What follows belongs to an exercise in optimizing a design on an open flow for small area; a production flow would make more cautious choices. The RTL was checked by simulation tests, not by an equivalence proof against the original design. The clock input has no modelled driver; a real chip could not lean on it and would need a root buffer or a full tree. No activity file was given, so power comes from the tool's default toggle rates.

==> module us_dist, before the edit <==
module us_dist(
    input         clk,
    input         rst,
    input         start,
    input         echo,
    input         tick_nx,
    output [10:0] q,
    output        tout,
    output        load
);
    localparam DI = 2'd0, DH = 2'd1, DC = 2'd2, DD = 2'd3;
    reg  [1:0] ds;
    reg        e1;
    reg  [6:0] f;
    reg  [3:0] q0, q1;
    reg  [2:0] q2;
    assign q = {q2, q1, q0};
    wire nz = ~(~q2[2] & ~q2[1] & q2[0]);
    assign load = (ds == DD);
    wire inc  = echo & tick_nx;
    wire f68 = f[6] & f[5] & f[4] & f[2];
    wire f69 = f[6] & f[5] & f[3] & ~f[1] & ~f[0];
    assign tout = q2[1] & ~q2[0] & q1[2] & q1[1] & q0[1] & ~q0[0] & f68;
    wire short_seg = (~q0[2] & q0[1]) | (q0[1] & q0[0]);     
    wire q0_9 = q0[3] & ~q0[2];
    wire q1_9 = q1[3] & ~q1[2];
    wire fwrap = short_seg ? f68 : f69;
    function [6:0] inc7(input [6:0] x);
        integer i; reg c;
        begin
            c = 1'b1;
            for (i = 0; i < 7; i = i + 1) begin
                inc7[i] = x[i] ^ c;
                c = c & x[i];
            end
        end
    endfunction
    always @(posedge clk or posedge rst) begin
        if (rst)
            ds <= DI;
        else case (ds)
            DI: if (start) ds <= DH;
            DH: if ((~echo & e1 & nz) | tout) ds <= DC;
            DC: ds <= DD;
            DD: ds <= DI;
        endcase
    end
    wire [3:0] q0i = {(~q0[3] & q0[1] & ~q0[0]) | (q0[3] & ~q0[1]), (~q0[3] & ~q0[0]) | (~q0[3] & q0[1]), q0[2], ~q0[1]};
    wire [3:0] q1i = {(~q1[3] & q1[1] & ~q1[0]) | (q1[3] & ~q1[1]), (~q1[3] & ~q1[0]) | (~q1[3] & q1[1]), q1[2], ~q1[1]};
    wire [2:0] q2i = {~q2[0] | q2[1], q2[2], ~q2[1]};
    always @(posedge clk) begin
        e1 <= echo;
        if (ds == DI) begin
            f  <= 7'd0;
            q0 <= 4'b0000;
            q1 <= 4'b0000;
            q2 <= 3'b001;
        end else if (ds == DH && inc) begin
            if (~nz) q2 <= 3'b000;
            if (fwrap) begin
                f <= 7'd0;
                q0 <= q0i;
                if (q0_9) begin
                    q1 <= q1i;
                    if (q1_9) q2 <= q2i;
                end
            end else
                f <= {f[5:0], ~(f[6] ^ f[0])};
        end
    end
endmodule
clock: 120.0 ns
lec_check: 0
cap_margin: 20
core_margin: 2
core_utilization: 80
place_density: 0.88
slew_margin: 20
standard.sh (not shown) runs the stock make flow with config.mk's settings and CLKGATE_MAP_FILE= SYNTH_SCRIPT=/design/flow/synth_recipe.tcl, a recipe that flattens the netlist after the stock synthesis.
==> flow/flow/run.sh <==
#!/bin/bash
# Own layout flow: the standard synthesis, then an area-oriented ABC re-mapping
# (four seeds, smallest kept) of the combinational logic only (registers, their names and cell types are
# kept as the standard synthesis made them), then the standard layout steps
# with smaller port buffers and a one-level clock tree (flow/cts_hook.tcl).
set -euo pipefail
export DONT_USE_LIST="$(cat flow/dont_use.txt)"
W=$(pwd)
R=$W/orfs/results/$FLOW_PLATFORM/ultrasonic/base
bash standard.sh "$R/1_2_yosys.v" > synth_standard.log 2>&1
cp "$R/1_2_yosys.v" "$W/standard_netlist.v"
# four ABC runs with different deepsyn seeds; keep the smallest netlist
for s in 1 2 3 4; do
  mkdir -p "$W/reopt_$s"
  sed "s/&deepsyn -T 60/\&deepsyn -T 60 -S $s/" "$W/flow/area.abc" > "$W/reopt_$s/area.abc"
  (cd "$W/reopt_$s" && STD_NETLIST="$W/standard_netlist.v" REOPT_SCRIPT="$W/reopt_$s/area.abc" \
    yosys -c "$W/flow/reopt.tcl" > "$W/reopt_$s.log" 2>&1) &
done
wait
best=""
best_area=""
for s in 1 2 3 4; do
  a=$(awk '/Chip area/ {print $NF}' "$W/reopt_$s/reopt_stat.txt" 2>/dev/null || true)
  [[ -n "$a" && -s "$W/reopt_$s/reopt_netlist.v" ]] || continue
  if [[ -z "$best" ]] || awk -v a="$a" -v b="$best_area" 'BEGIN { exit !(a < b) }'; then
    best=$s
    best_area=$a
  fi
done
echo "reopt: seed $best, area $best_area" > reopt_choice.log
cp "$W/reopt_$best/reopt_netlist.v" "$R/1_2_yosys.v"
bash standard.sh \
  "BUFFER_PORTS_ARGS=-buffer_cell sky130_fd_sc_hd__buf_1" \
  "PRE_CTS_TCL=$W/flow/cts_hook.tcl" \
  finish > layout.log 2>&1
Other scripts of this flow, unchanged in this note and not shown: flow/flow/area.abc, flow/flow/cts_hook.tcl, flow/flow/dont_use.txt, flow/flow/reopt.tcl
The starting point passed the timing, design-rule and antenna checks.
==> next run, changes <==
--- a/flow/design.v
+++ b/flow/design.v
@@ -80,24 +80,24 @@
     input         echo,
     input         tick_nx,
     output [10:0] q,
     output        tout,
     output        load
 );
-    localparam DI = 2'd0, DH = 2'd1, DC = 2'd2, DD = 2'd3;
+    localparam DI = 2'd0, DH = 2'd2, DC = 2'd3, DD = 2'd1;
     reg  [1:0] ds;
     reg        e1;
     reg  [6:0] f;
     reg  [3:0] q0, q1;
     reg  [2:0] q2;
     assign q = {q2, q1, q0};
     wire nz = ~(~q2[2] & ~q2[1] & q2[0]);
     assign load = (ds == DD);
     wire inc  = echo & tick_nx;
-    wire f68 = f[6] & f[5] & f[4] & f[2];
-    wire f69 = f[6] & f[5] & f[3] & ~f[1] & ~f[0];
+    wire f68 = f[6] & f[4] & f[3] & f[0];
+    wire f69 = f[6] & f[5] & f[4] & ~f[3] & f[1];
     assign tout = q2[1] & ~q2[0] & q1[2] & q1[1] & q0[1] & ~q0[0] & f68;
     wire short_seg = (~q0[2] & q0[1]) | (q0[1] & q0[0]);     
     wire q0_9 = q0[3] & ~q0[2];
     wire q1_9 = q1[3] & ~q1[2];
     wire fwrap = short_seg ? f68 : f69;
     function [6:0] inc7(input [6:0] x);
@@ -137,13 +137,13 @@
                 q0 <= q0i;
                 if (q0_9) begin
                     q1 <= q1i;
                     if (q1_9) q2 <= q2i;
                 end
             end else
-                f <= {f[5:0], ~(f[6] ^ f[0])};
+                f <= {f[5:0], ~(f[6] ^ f[2])};
         end
     end
 endmodule
 `timescale 1ns / 1ps
 module us_button(
     input      clk,
After rerunning: The changed run ran to the end with no violations. Utilization is about the same. Clock skew went up by 6.7 ps. Sequential power went down by 18%. Cell count stays the same. Sequential cell count does not change. Synthesized area went down by 1.0%. Setup slack gains 290 ps. Total power went down by 33%. Via count stays flat. First-iteration DRC count went up by 3.2%. Wire length went up by 3.0%. Final area went down by 0.86%. Global-route usage went up by 0.97 points. Maximum frequency went up by 1.1%.
In every run of this note, the design's own scripts or RTL, not TritonCTS, make the clock network.

[re-timing with driven ports]
How much do the figures lean on ideal ports? The routed layouts below were timed once more, with nothing changed but the port constraints. Step 1 assumes that a clkbuf_16 drives the clock port and a buf_2 every other input. Step 2 times the ports against the registers' clock, not the clock port: input delays grow and output delays shrink by t, the midpoint of the rising clock arrivals with the driver on. Three values: ideal, step 1, step 2; two values: the first two.
| run | t (ns) | setup WS [ns] | worst setup path at the end |
|---|---|---|---|
| the first run | 0.206 | 93.719 / 93.735 / 93.529 | input to register |
| the second run | 0.208 | 94.008 / 93.964 / 93.919 | input to register |
After both steps setup and hold are still met in every run listed. The setup slack of the first run, which loses most, moves by +0.016 ns with the drivers and by -0.190 ns with both steps.
